This is an optimization exercise on Yosys and OpenROAD, whose aim is small area and a short achievable clock period, not a production implementation. At most, simulation tests tie the RTL to the original design; equivalence was not proved. No activity file was given, so power comes from the tool's default toggle rates.

## main
module main(
    input CLK67MHZ,
    input sckPort,
    input mosiPort,
    input sselPort,
    input resetPort,
    output upPort,
    output downPort
    );
For scale: about 350 flip-flops, about 7 I/O pins, about 0.020 mm² of cells after synthesis.
Settings: LEC_CHECK=0, ABC_AREA=1, CAP_MARGIN=20, CORE_MARGIN=2, CORE_UTILIZATION=40, SLEW_MARGIN=20; clock period 10.0 ns.
standard.sh (not shown) runs the stock make flow with config.mk's settings and CLKGATE_MAP_FILE= SYNTH_SCRIPT=/design/flow/synth_recipe.tcl, a recipe that flattens the netlist after the stock synthesis.
==> flow/flow/run.sh <==
#!/bin/bash
set -euo pipefail
bash standard.sh SETUP_SLACK_MARGIN=7.2 finish > flow_standard.log 2>&1
Rerun with:
==> flow/flow/run.sh (replaced) <==
#!/bin/bash
set -euo pipefail
bash standard.sh SETUP_SLACK_MARGIN=7 finish > flow_standard.log 2>&1
Settings changed: ABC_AREA 1 to not set.
What happened: The new run went through all stages and came out clean; register-to-register slack is worse by 820 ps; non-clock buffer count grows by 14; worst setup slack is worse by 610 ps; via count shrinks by roughly a tenth; sequential share of layout area shrinks by 0.43 points; final cell count shrinks by roughly a tenth; core utilization grows by 1.4 points; power grows by a few percent; cell area grows slightly; synthesized area shrinks slightly; count of clock-buffer cells in the layout grows by 5.
Rerun with:
==> flow/flow/run.sh (replaced) <==
#!/bin/bash
set -euo pipefail
bash standard.sh SETUP_SLACK_MARGIN=6.6 finish > flow_standard.log 2>&1
Settings changed: CORE_UTILIZATION 40 to 55, PLACE_DENSITY set to 0.7.
Result: Design area decreases by a few percent; wire length decreases by a few percent; synthesized area stays the same; sequential share of layout area increases by 1.8 points; die area decreases by a quarter to a third; worst hold slack is better by 8.0 ps; via count increases slightly; total power decreases by a little under a tenth; global-route usage increases by 5.7 points; utilization increases by 15 points; register-to-register slack is better by 50 ps.
Rerun with:
Settings changed: ABC_AREA set to 1, CORE_UTILIZATION 55 to 40, PLACE_DENSITY 0.7 to not set.
=> Wire length falls by 1.1%; cell count increases by 21%; cell area goes down by 1.8%; total power drops by 2.5%; die area went up by 39%; register-to-register slack improves by 470 ps; count of clock-buffer cells in the layout came out lower by 2; core utilization came out lower by 19 points; sequential cell count stays the same.

* * *

## build 17
main, a different RTL version from the one above (not shown whole).
For scale: roughly 2200 cells after synthesis, ~350 flip-flops.
==> flow/config.mk <==
export PLATFORM = sky130hd
export DESIGN_NAME = main
export DESIGN_NICKNAME = main
export VERILOG_FILES = /design/flow/design.v
export SDC_FILE = /design/flow/constraint.sdc
export NUM_CORES = 4
export LEC_CHECK = 0
export ABC_AREA = 1
export CAP_MARGIN = 20
export CORE_MARGIN = 2
export CORE_UTILIZATION = 40
export CTS_CLUSTER_DIAMETER = 120
export CTS_CLUSTER_SIZE = 24
export SLEW_MARGIN = 20
==> flow/constraint.sdc <==
create_clock -name core_clock -period 10.0 [get_ports {CLK67MHZ}]
set_input_delay 2.0000 -clock core_clock [delete_from_list [all_inputs] [get_ports {CLK67MHZ}]]
set_output_delay 2.0000 -clock core_clock [all_outputs]
set_load 0.01 [all_outputs]
==> flow/flow/run.sh <==
#!/bin/bash
set -euo pipefail
bash standard.sh SETUP_SLACK_MARGIN=7.2 finish > flow_standard.log 2>&1
[inputs] build 25 vs build 17
==> flow/flow/run.sh <==
#!/bin/bash
set -euo pipefail
bash standard.sh SETUP_SLACK_MARGIN=7.0 finish > flow_standard.log 2>&1
-- flow/config.mk --
<<< build 17, line 15
>>> build 25, line 15
export TNS_END_PERCENT = 30
Results
~same XOR/XNOR share of the synthesized area in build 17 and build 25. Build 17 → build 25: count of clock-buffer cells in the layout went up by 1; design area went down by 3.3%; routed via count went down by 120; average wire per standard cell went down by 0.82%. On total detailed-routing wirelength, the higher figure sits with build 17, not build 25. On fmax, build 17 and build 25 are neck and neck.
Setup changes, build 25 to build 82
-- flow/config.mk --
<<< build 25, line 14
>>> build 82, line 14
export PLACE_DENSITY = 0.75
<<< build 25, line 15
export TNS_END_PERCENT = 30
>>> build 82, line 16
export TNS_END_PERCENT = 5
--- outcome ---
- The lower placement-stage worst setup slack came out of build 82.
- Summary: clock period minus worst slack, build 82 better than build 25
- From build 25 to build 82 the numbers moved as follows: worst setup slack rose 5.8 ps, via count of the first global-routing pass rose about 3.5%, footprint of the multi-input gates about even, detailed route wirelength on metal2 rose 3.5%, number of cells traversed by the worst register-to-register path fell 2.
- Higher routability congestion estimate goes to build 82 over build 25.
- Met2 global-route usage (build 82 over build 25): increase, 0.34 points
- Build 82 has met1 track utilization from global routing below what build 25 had.
Input changes introduced in build 67 (baseline for comparison: build 82):
==> flow/run.sh (new file) <==
#!/bin/bash
# synth_recipe.tcl (not shown) runs the flow's synth.tcl, then flattens the netlist and writes it again
# the make line also repeats each setting of config.mk as NAME=value (left out here)
make -C /OpenROAD-flow-scripts/flow DESIGN_CONFIG=/design/flow/config.mk WORK_HOME=/design/flow/orfs CLKGATE_MAP_FILE= SYNTH_SCRIPT=/design/flow/synth_recipe.tcl finish
-- flow/config.mk --
<<< build 82, line 14
export PLACE_DENSITY = 0.75
>>> build 67, line 14
export SETUP_SLACK_MARGIN = 5
<<< build 82, line 16
export TNS_END_PERCENT = 5
>>> build 67, line 16
export TNS_END_PERCENT = 10
removed: flow/flow/run.sh
removed: flow/standard.sh
Slowest cell on the critical path = sky130_fd_sc_hd__dfxtp_2: build 82; slowest cell on the critical path = sky130_fd_sc_hd__fa_1: build 67. Compared with build 82, build 67 shows a area of the multi-input gates that is 3.5% lower. Sort build 82 and build 67 by sequential share of layout area, ascending, and build 82 comes first. Compared to build 82, build 67 has delay of the slowest cell on the worst path 110 ps higher. Build 67 vs. build 82: combinational share of power went down by 2.3 points. On clock group share of total power: between build 82 and build 67, it ends up higher for build 67. Lower post-route cell area goes to build 67 over build 82.
[inputs] build 26 vs build 67
==> flow/flow/run.sh (new file) <==
#!/bin/bash
set -euo pipefail
bash standard.sh SETUP_SLACK_MARGIN=7.2 finish > flow_standard.log 2>&1
==> flow/standard.sh (new file) <==
#!/bin/bash
# synth_recipe.tcl (not shown) runs the flow's synth.tcl, then flattens the netlist and writes it again
# the make line also repeats each setting of config.mk as NAME=value (left out here)
make -C /OpenROAD-flow-scripts/flow DESIGN_CONFIG=/design/flow/config.mk WORK_HOME=/design/flow/orfs CLKGATE_MAP_FILE= SYNTH_SCRIPT=/design/flow/synth_recipe.tcl "${@:-finish}"
-- flow/config.mk --
<<< build 67, line 14
export SETUP_SLACK_MARGIN = 5
>>> build 26, line 14
removed: flow/run.sh
==> comparison <==
Going from build 67 to build 26, overall routing resource usage now larger, finished layout cell area moved up, maximum fanout count along the critical path saw a decrease. When build 26 is set beside build 67, its count of instances resized after the clock tree is built turns out to be 99 larger. From build 67 to build 26 the numbers moved as follows: critical path buffer and inverter count flat, total power up about 6%, end-of-flow core utilization up 2.3 points, clock-buffer cell count up 12%, minimum clock period down 720 ps. Cmp build 26 vs build 67: clock power share lower in build 26.
diff inputs: build 26 => build 80
==> flow/flow/run.sh <==
#!/bin/bash
set -euo pipefail
bash standard.sh SETUP_SLACK_MARGIN=7.0 finish > flow_standard.log 2>&1
-- flow/config.mk --
<<< build 26, line 15
export TNS_END_PERCENT = 10
>>> build 80, line 15
export TNS_END_PERCENT = 5
### Flow results
Looking at worst-case vdd ir drop across both flows, build 80 is the stronger of the two, with build 26 trailing.
Reported for build 80 and build 26, synthesized area turned out identical to the last digit.
Build 80 vs build 26, instance count: build 80 lower
Smallest setup slack after layout (lower): build 80
From build 26 to build 80 the numbers moved as follows: synthesized area divided by synthesized cell count now sits at about the same level; first-pass GRT wire length now sits lower.
Build 80 ended with less number of nets in the layout than build 26.
Build 80 — cell area about 1.3% lower, build 26 as reference

* * *

## the previous run
main, a different RTL version from the one above (not shown whole).
Size in the first run: roughly 1800 cells after synthesis, about 7 I/O pins.
==> flow/design.v (excerpt) <==
module main(
    input CLK67MHZ,
    input sckPort,
    input mosiPort,
    input sselPort,
    input resetPort,
    output upPort,
    output downPort
    );
make LEC_CHECK=0 CAP_MARGIN=20 CORE_MARGIN=2 CORE_UTILIZATION=40 SETUP_SLACK_MARGIN=5 SLEW_MARGIN=20 finish   # period 10.0 ns
run.sh (not shown) runs the stock make flow with config.mk's settings and CLKGATE_MAP_FILE= SYNTH_SCRIPT=/design/flow/synth_recipe.tcl, a recipe that flattens the netlist after the stock synthesis.
Stock flow here: none of the scripts above is used.
The previous run did not stop at any stage, and its layout met the timing, DRC and antenna checks.
### the previous run -> the current run
- removing SETUP_SLACK_MARGIN (formerly 5)
==> flow/flow/run.sh (new file) <==
#!/bin/bash
set -euo pipefail
bash standard.sh SETUP_SLACK_MARGIN=7 finish > flow_standard.log 2>&1
==> flow/standard.sh (new file) <==
#!/bin/bash
# synth_recipe.tcl (not shown) runs the flow's synth.tcl, then flattens the netlist and writes it again
# the make line also repeats each setting of config.mk as NAME=value (left out here)
make -C /OpenROAD-flow-scripts/flow DESIGN_CONFIG=/design/flow/config.mk WORK_HOME=/design/flow/orfs CLKGATE_MAP_FILE= SYNTH_SCRIPT=/design/flow/synth_recipe.tcl "${@:-finish}"
removed: flow/run.sh
Results
Clock skew: the current run vs the previous run — no meaningful difference. Compared the current run against the previous run; number of clock buffers inserted by TritonCTS within noise. Summary: with the previous run as the reference, final instance count without filler cells in the current run moved up by a few percent. As far as worst hold margin is concerned, the current run and the previous run perform about the same. The previous run ended up with sigma_delta_twopiece.piece_0.feedback[37]$_DFF_P_ as its capturing element of the worst setup path; the current run ended up with sigma_delta_twopiece.piece_1.feedback[33]$_DFF_P_.
No run of this note included a check of the RTL's function; only the layout flow was run.

* * *

indigo:
main with an RTL version that a note above also has.
Size: about 350 flip-flops, ~7 I/O pins, ~19,000 um^2 of cells after synthesis.
==> flow/config.mk <==
export PLATFORM = sky130hd
export DESIGN_NAME = main
export DESIGN_NICKNAME = main
export VERILOG_FILES = /design/flow/design.v
export SDC_FILE = /design/flow/constraint.sdc
export NUM_CORES = 4
export LEC_CHECK = 0
export ABC_AREA = 1
export CAP_MARGIN = 20
export CORE_MARGIN = 2
export CORE_UTILIZATION = 45
export CTS_CLUSTER_DIAMETER = 120
export CTS_CLUSTER_SIZE = 24
export SLEW_MARGIN = 20
export TNS_END_PERCENT = 10
==> flow/constraint.sdc <==
create_clock -name core_clock -period 10.0 [get_ports {CLK67MHZ}]
set_input_delay 2.0000 -clock core_clock [delete_from_list [all_inputs] [get_ports {CLK67MHZ}]]
set_output_delay 2.0000 -clock core_clock [all_outputs]
set_load 0.01 [all_outputs]
standard.sh (not shown) runs the stock make flow with config.mk's settings and CLKGATE_MAP_FILE= SYNTH_SCRIPT=/design/flow/synth_recipe.tcl, a recipe that flattens the netlist after the stock synthesis.
==> flow/flow/run.sh <==
#!/bin/bash
set -euo pipefail
bash standard.sh SETUP_SLACK_MARGIN=7.2 finish > flow_standard.log 2>&1
For garnet, these inputs were changed with respect to indigo:
Settings: TNS_END_PERCENT now 20, was 10; CORE_UTILIZATION now 40, was 45.
Findings:
Status: share of the clock period used by the worst path parity (garnet, indigo)
Comparing area growth from synthesis to layout for garnet and indigo, the bigger number came from garnet.
Worst hold slack | garnet above indigo
~same combined flip-flop and latch cell area in garnet and indigo
| sequential share of power | garnet vs indigo | 0.3 points lower |
garnet vs. indigo: internal power contribution shows an increase of 0.000043 W; number of global-route vias before repair increased 0.30%; total number of nets in the final design went up; number of clock buffer instances in the layout grew by 3.7%; setup skew after layout has remained practically unchanged.
Against indigo, overall power consumption in garnet rose slightly.

* * *

## run A
main, a different RTL version from the one above (not shown whole).
For scale: roughly 1900 cells after synthesis, about 330 flip-flops.
Settings: LEC_CHECK=0, CAP_MARGIN=20, CORE_MARGIN=2, CORE_UTILIZATION=40, SLEW_MARGIN=20; clock period 10.0 ns.
run.sh (not shown) runs the stock make flow with config.mk's settings and CLKGATE_MAP_FILE= SYNTH_SCRIPT=/design/flow/synth_recipe.tcl, a recipe that flattens the netlist after the stock synthesis.
Stock flow here: none of the scripts above is used.
Run A finished every step from synthesis to the final layout, and the layout passed the timing, DRC and antenna checks.
Inputs modified between run A and run B:
Settings: SETUP_SLACK_MARGIN newly set to 5.
### Flow results
Flip-flop and latch share of the layout cell area down 0.66 points in run B wrt run A. Combinational-cell power consumption: run A vs run B, no meaningful difference. Against run A as the reference, run B delivers a higher post-synthesis to final-layout area growth. Run B and run A ended up with nearly the same fraction of power consumed by sequential logic. Relative to run A, run B degrades total leakage power.
No functional check of the RTL was part of any run of this note.

* * *

Setup of north:
Another version of the RTL of main (not shown whole).
Size: about 2,100 cells after synthesis, ~7 I/O pins, ~0.019 mm^2 of cells after synthesis.
export LEC_CHECK = 0
export ABC_AREA = 1
export CAP_MARGIN = 20
export CORE_MARGIN = 2
export CORE_UTILIZATION = 65
export CTS_CLUSTER_DIAMETER = 120
export CTS_CLUSTER_SIZE = 24
export PLACE_DENSITY = 0.8
export SLEW_MARGIN = 20
export TNS_END_PERCENT = 30
create_clock -name core_clock -period 10.0 [get_ports {CLK67MHZ}]
standard.sh (not shown) runs the stock make flow with config.mk's settings and CLKGATE_MAP_FILE= SYNTH_SCRIPT=/design/flow/synth_recipe.tcl, a recipe that flattens the netlist after the stock synthesis.
==> flow/flow/run.sh <==
#!/bin/bash
set -euo pipefail
bash standard.sh SETUP_SLACK_MARGIN=7.0 finish > flow_standard.log 2>&1
Here is what was changed in the inputs of south compared with north.
Settings: CORE_UTILIZATION changed from 65 to 40; PLACE_DENSITY removed (was 0.8).
==> notes.md <==
north has higher total iterations of the first detailed-routing run than south. In south relative to north, worst vdd rail ir drop had gone up by a few percent. Taking north as the reference point, the utilization of south falls by 27 points. Share of cell area taken by multi-input logic gates down 0.60 points in south wrt north. Final design area excluding fillers came out higher on south than on north. The total power consumption of the routed design of north and that of south are within noise of each other. Met3 routed wirelength (south over north): decrease, 1100 um. Portion of total power attributed to combinational logic ends up lower on south. Comparing south and north, the higher die extent in y was measured on south.
Edits applied to the flow inputs when going from south to east:
Settings: swapping 30 for 50 in TNS_END_PERCENT.
==> comparison <==
Of south and east, south shows the lower first-pass GRT wire length, with east above it. Comparing east against south, there is no change at all in synthesized cell count. Length of routed met3 wiring for east: 410 um up relative to south. Of the two values seen for cell with the largest stage delay on the worst path, dfxtp_1 was produced by south and buf_4 by east. east: share of final-layout standard cells stronger than drive strength 1 is 1.1 points higher than what south reported. The all-layer global routing usage of east and that of south are within noise of each other. east does worse than south on setup slack. When the final numbers for south and east were put side by side, the critical path depth turned out to be greater in east.
Modified inputs, west compared to east
Settings: a change of TNS_END_PERCENT from 50 to 10.
Notes after the runs:
Taking east as the reference point, the leakage power figure of west falls by 0.90%.
east ended up with buf_4 as its standard cell with the maximum stage delay on the critical path; west ended up with dfxtp_1.
| number of vias in the routed layout | higher: east |
Comparing east and west, the lower worst slack on hold paths is on west.
After synthesis and placement, the instance count of west is below that of east.
What middle does differently from west at the input level:
Settings: CTS_CLUSTER_SIZE changed from 24 to 28; CTS_CLUSTER_DIAMETER changed from 120 to 140; TNS_END_PERCENT changed from 10 to 30.
==> notes.md <==
Comparing west and middle, the lower register share of total power was measured on west. As far as per-cell via count in the routed design is concerned, middle and west perform about the same. In middle relative to west, power had gone down slightly. Core utilization: middle vs west — no meaningful difference. middle vs west, wire length went up by about 0.7%. Going from west to middle, wire length of the first global-routing pass grows by 1.2%. Delta(worst slew margin relative to its limit, middle - west) < 0. Any difference in clock edge transition at the registers on the reported setup and hold paths between west and middle is small enough to ignore.

* * *

The RTL this note starts from:
==> flow/design.v <==
`timescale 1ns / 1ps
module getOmega(
   input clk,
   input sck,
   input mosi,
   input ssel,
   output reg [39:0] omega,
   output reg chg,
   output wire [39:0] prev
);
    reg [2:0] SCKr;
    reg [1:0] SSELr;
    reg [1:0] MOSIr;
    always @(posedge clk) begin
        SCKr  <= {SCKr[1:0], sck};
        SSELr <= {SSELr[0], ssel};
        MOSIr <= {MOSIr[0], mosi};
    end
    wire sck_rise = ~SCKr[2] & SCKr[1];
    wire idle = SSELr[1];
    reg [40:0] sr;
    always @(posedge clk)
        if (sck_rise)
            sr <= {sr[39:0], MOSIr[1]};
    always @(posedge clk) begin
        if (idle)
            omega <= sr[39:0];
        chg <= idle & (sr[39:0] != omega);
    end
    assign prev = chg ? sr[40:1] : omega;
endmodule
module pfx_add #(parameter W = 8) (a, b, ci, s, co);
	input [W-1:0] a, b;
	input ci;
	output [W-1:0] s;
	output co;
	localparam L = $clog2(W);
	wire [W-1:0] p = a ^ b;
	wire [W-1:0] g = a & b;
	wire [(L+1)*W-1:0] gg, pp;
	assign gg[W-1:0] = g;
	assign pp[W-1:0] = p;
	genvar l, i;
	generate
		for (l = 0; l < L; l = l + 1) begin : lv
			for (i = 0; i < W; i = i + 1) begin : bt
				if ((i >> l) & 1) begin : join_
					localparam integer J = ((i >> l) << l) - 1;
					assign gg[(l+1)*W+i] = gg[l*W+i] | (pp[l*W+i] & gg[l*W+J]);
					assign pp[(l+1)*W+i] = pp[l*W+i] & pp[l*W+J];
				end else begin : pass_
					assign gg[(l+1)*W+i] = gg[l*W+i];
					assign pp[(l+1)*W+i] = pp[l*W+i];
				end
			end
		end
	endgenerate
	wire [W-1:0] c = gg[L*W +: W] | (pp[L*W +: W] & {W{ci}});    
	assign s = p ^ {c[W-2:0], ci};
	assign co = c[W-1];
endmodule
module capped_adder #(parameter RV1 = 0) (f, kl, kp, km, en, sk, so, reset, out);
	input [39:0] f;
	input [15:0] kl;
	input [12:0] kp;
	input [13:0] km;
	input en, sk, so, reset;
	output [39:0] out;
	wire q1 = en & sk;
	wire nk = en & ~sk;
	wire a1 = q1 & so, a2 = q1 & ~so, a3 = nk & so, a4 = nk & ~so;
	wire [29:0] k;
	assign k[15:0] = ({16{q1}} & kl) | ({16{nk}} & ~kl);
	assign k[29:16] = ({14{a1}} & {1'b0, kp}) | ({14{a4}} & ~{1'b0, kp})
	                | ({14{a2}} & km) | ({14{a3}} & ~km);
	wire [29:0] t;
	wire c30;
	pfx_add #(.W(30)) add(.a(f[29:0]), .b(k), .ci(nk), .s(t), .co(c30));
	wire [9:0] fh = f[39:30];
	wire [9:0] fh_inc = fh + 10'd1;
	wire [9:0] fh_dec = fh - 10'd1;
	wire [9:0] h1 = k[29] ? fh : fh_inc;
	wire [9:0] h0 = k[29] ? fh_dec : fh;
	wire [9:0] hi = ({10{c30}} & h1) | ({10{~c30}} & h0);
	wire up_ok = ~k[29] & (fh == 10'h1ff);
	wire dn_ok = k[29] & (fh == 10'h200);
	wire pos, neg;    
	generate
		if (RV1) begin : rv1
			assign pos = (c30 & up_ok) | reset;
			assign neg = ~c30 & dn_ok & ~reset;
		end else begin : rv0
			assign pos = c30 & up_ok;
			assign neg = (~c30 & dn_ok) | reset;
		end
	endgenerate
	wire [38:0] x = {hi[8:0], t};
	assign out[38:0] = (x | {39{pos}}) & ~{39{neg}};
	assign out[39] = ~reset & ((hi[9] & ~(c30 & up_ok)) | (~c30 & dn_ok));
endmodule
module sd2(clk, reset, en, sd_in, bs_out);
input clk, reset;
input en;
input [11:0] sd_in;
output bs_out;
reg [13:0] sd_reg1;
reg [13:0] sd_reg2;
wire ns = ~sd_reg1[13];
assign bs_out = ns;
wire [11:0] v = {~sd_in[11], sd_in[10:0]};
wire [12:0] w = {~sd_in[11], sd_in[11:0]};
wire [13:0] s2;
wire c2_unused;
pfx_add #(.W(14)) add2(.a(sd_reg2), .b({1'b0, ns, v}), .ci(ns), .s(s2), .co(c2_unused));
wire [13:0] nx2 = {s2[13] ^ ns, s2[12:0]};
wire [13:0] hs = sd_reg1 ^ sd_reg2 ^ {1'b0, w};
wire [12:0] hc = (sd_reg1[12:0] & sd_reg2[12:0]) | (sd_reg1[12:0] & w) | (sd_reg2[12:0] & w);
wire [13:0] s1;
wire c1_unused;
pfx_add #(.W(14)) add1(.a(hs), .b({hc, ns}), .ci(ns), .s(s1), .co(c1_unused));
wire [13:0] nx1 = {s1[13] ^ ns, s1[12:0]};
always @(posedge clk) begin
	sd_reg1 <= reset ? 14'd0 : en ? nx1 : sd_reg1;
	sd_reg2 <= reset ? 14'd0 : en ? nx2 : sd_reg2;
end
endmodule
module sd_two_piece #(parameter [39:0] RESETVAL = 40'd0) (clk, reset, en, kl, kp, km, sk, sd_out);
input clk, reset;
input en;
input [15:0] kl;
input [12:0] kp;
input [13:0] km;
input sk;
output sd_out;
	reg [39:0] feedback;
	wire [39:0] next;
	capped_adder #(.RV1(RESETVAL != 40'd0)) add(feedback, kl, kp, km, en, sk, sd_out, reset, next);
	always @(posedge clk)
		feedback <= next;    
	sd2 sd_one(
	.clk(clk),
	.reset(reset),
	.en(en),
	.sd_in(feedback[39:28]),
	.bs_out(sd_out));
endmodule
module sigma_delta_twopiece(clk, reset, en, kl, kp, km, sd_out);
input clk, reset;
input en;
input [15:0] kl;
input [12:0] kp;
input [13:0] km;
output [1:0] sd_out;
	sd_two_piece #(.RESETVAL(40'h7fffffffff))
	piece_0 (
		.clk(clk),
		.reset(reset),
		.en(en),
		.kl(kl), .kp(kp), .km(km),
		.sk(sd_out[1]),
		.sd_out(sd_out[0]));
	sd_two_piece #(.RESETVAL(40'h0000000000))
	piece_1 (
		.clk(clk),
		.reset(reset),
		.en(en),
		.kl(kl), .kp(kp), .km(km),
		.sk(~sd_out[0]),
		.sd_out(sd_out[1]));
endmodule
`timescale 1ns / 1ps
module clkDivider(
    input inClk,
    input reset,
    input wire [3:0] od_nx,    
    output reg outEn
    );
    reg [10:0] cnt;
    wire [10:0] cnt_nx = reset ? 11'd0 : cnt + 11'd1;
    wire [3:0] n = 4'd12 - od_nx;
    wire [3:0] neff = (n > 4'd11) ? 4'd11 : n;
    wire [11:0] t;
    genvar j;
    generate
        for (j = 0; j < 12; j = j + 1) begin : th
            assign t[j] = (j < neff);
        end
    endgenerate
    wire [10:0] ok = ~t[10:0] | ~(cnt_nx ^ t[11:1]);
    always @(posedge inClk) begin
        cnt <= cnt_nx;
        outEn <= &ok;
    end
endmodule
`timescale 1ns / 1ps
module main(
    input CLK67MHZ,
    input sckPort,
    input mosiPort,
    input sselPort,
    input resetPort,
    output upPort,
    output downPort
    );
    wire clk = CLK67MHZ;
    wire reset = resetPort;
    wire [39:0] data;
    wire        chg;
    wire [39:0] prev;
    getOmega omega(clk, sckPort, mosiPort, sselPort, data, chg, prev);
    wire [15:0] kl;
    wire [12:0] kp;
    wire [13:0] km;
    wire [3:0]  od, od_nx;
    bitShifter bs(clk, chg, prev, kl, kp, km, od, od_nx);
    wire en;
    clkDivider getClk(clk, reset, od_nx, en);
    wire [1:0] sdOut;
    sigma_delta_twopiece sigma_delta_twopiece(clk, reset, en, kl, kp, km, sdOut);
    reg d1, up_r, dn_r;
    always @(posedge clk) begin
        d1   <= sdOut[0];
        up_r <= ~(d1 & sdOut[0]);
        dn_r <= ~(d1 | sdOut[0]);
    end
    assign upPort = up_r;
    assign downPort = dn_r;
endmodule
module bitShifter(clk, chg, prev, kl, kp, km, outdivider, outdivider_nx);
input clk;
input chg;                   
input [39:0] prev;           
output reg [15:0] kl;
output reg [12:0] kp;
output reg [13:0] km;
output reg [3:0] outdivider;
output [3:0] outdivider_nx;
reg [39:0] internal_reg;
reg [3:0] countshift;
reg enable, inreg;
wire finished = |internal_reg[39:28];
assign outdivider_nx = finished ? outdivider : countshift;
always @(posedge clk) begin
    if (chg) begin
        enable <= 1'b1;
        inreg <= 1'b1;
        countshift <= 4'd0;
    end else if (enable) begin
        inreg <= 1'b0;
        if (!inreg && finished)
            countshift <= countshift + 4'd1;
    end
    if (inreg)
        internal_reg <= prev;
    else if (finished)
        internal_reg <= internal_reg >> 1;
    if (!finished) begin
        kl <= internal_reg[15:0];
        kp <= {1'b0, internal_reg[27:16]} + 13'd1;
        km <= {2'b00, internal_reg[27:16]} - 14'd1;
        outdivider <= countshift;
    end
end
endmodule
export LEC_CHECK = 0
export CAP_MARGIN = 20
export CORE_MARGIN = 2
export CORE_UTILIZATION = 60
export SETUP_SLACK_MARGIN = 5
export SLEW_MARGIN = 20
create_clock -name core_clock -period 10.0 [get_ports {CLK67MHZ}]
run.sh (not shown) runs the stock make flow with config.mk's settings and CLKGATE_MAP_FILE= SYNTH_SCRIPT=/design/flow/synth_recipe.tcl, a recipe that flattens the netlist after the stock synthesis.
Stock flow here: none of the scripts above is used.
==> next run, changes <==
CORE_UTILIZATION = 40   (was 60)
First-iteration DRC count came out lower by 9.3%.
Non-clock buffer count goes down by 1.
Fmax goes up by 0.74%.
Function was not checked in any run of this note: the RTL went through the layout flow alone.

## port drivers added, routing unchanged
Ports are ideal in the flow. The routed layouts listed here were re-timed in OpenROAD.
Step 1 sets driving cells, clkbuf_16 on the clock port and buf_2 on the other inputs (assumed; they add their load-dependent delay and slew).
Step 2 adds t to the input delays and takes it off the output delays; t is the mean of the earliest and latest rising clock arrival at the registers after step 1. Input paths then give back, and output paths get back, about the clock's delay inside the block.
Slacks: ideal / step 1 / step 2; pairs: ideal / step 1.
| run | shift t [ns] | slack for setup (ns) | worst setup path at the end | clock arrival spread, ns | pins driven straight from the clock port |
|---|---|---|---|---|---|
| the first run of note 1 | 0.627 | 6.996 / 6.937 / 6.705 | input to register | 0.024 / 0.025 | 1 |
| the second run of note 1 | 0.617 | 6.386 / 6.386 / 5.903 | input to register | 0.018 / 0.018 | 1 |
| the third run of note 1 | 0.579 | 6.432 / 6.432 / 5.975 | input to register | 0.026 / 0.027 | 1 |
| the fourth run of note 1 | 0.626 | 6.822 / 6.767 / 6.263 | input to register | 0.025 / 0.024 | 1 |
| build 17 | 0.588 | 7.023 / 6.968 / 6.608 | input to register | 0.016 / 0.016 | 1 |
| build 25 | 0.591 | 7.024 / 6.967 / 6.607 | input to register | 0.016 / 0.015 | 1 |
| build 82 | 0.575 | 7.030 / 6.979 / 6.540 | input to register | 0.017 / 0.017 | 1 |
| build 67 | 0.583 | 6.314 / 6.314 / 6.310 | input to register | 0.013 / 0.013 | 1 |
| build 26 | 0.585 | 7.038 / 6.982 / 6.579 | input to register | 0.022 / 0.023 | 1 |
| build 80 | 0.592 | 7.023 / 6.966 / 6.510 | input to register | 0.016 / 0.016 | 1 |
| the previous run | 0.619 | 5.467 / 5.467 / 5.467 | register to register | 0.021 / 0.021 | 1 |
| the current run | 0.611 | 6.655 / 6.655 / 6.195 | input to register | 0.022 / 0.021 | 1 |
| indigo | 0.587 | 7.027 / 6.976 / 6.538 | input to register | 0.022 / 0.021 | 1 |
| garnet | 0.585 | 7.041 / 6.984 / 6.672 | input to register | 0.022 / 0.023 | 1 |
| run A | 0.607 | 3.119 / 3.119 / 3.119 | register to register | 0.027 / 0.027 | 1 |
| run B | 0.607 | 5.326 / 5.326 / 5.326 | register to register | 0.025 / 0.025 | 1 |
| north | 0.570 | 6.948 / 6.899 / 6.488 | input to register | 0.024 / 0.024 | 1 |
| south | 0.605 | 7.024 / 6.967 / 6.563 | input to register | 0.022 / 0.021 | 1 |
| east | 0.569 | 6.989 / 6.993 / 6.447 | input to register | 0.021 / 0.021 | 1 |
| west | 0.605 | 7.025 / 6.969 / 6.550 | input to register | 0.025 / 0.025 | 1 |
| middle | 0.583 | 7.021 / 6.966 / 6.575 | input to register | 0.032 / 0.031 | 1 |
| the first run of note 7 | 0.563 | 5.350 / 5.350 / 5.350 | register to register | 0.014 / 0.014 | 1 |
| the second run of note 7 | 0.611 | 5.384 / 5.384 / 5.384 | register to register | 0.017 / 0.017 | 1 |
After both steps every run listed still meets setup and hold. For the fourth run of note 1, which loses most, drivers alone change the setup slack by -0.055 ns; drivers and shift together by -0.559 ns.
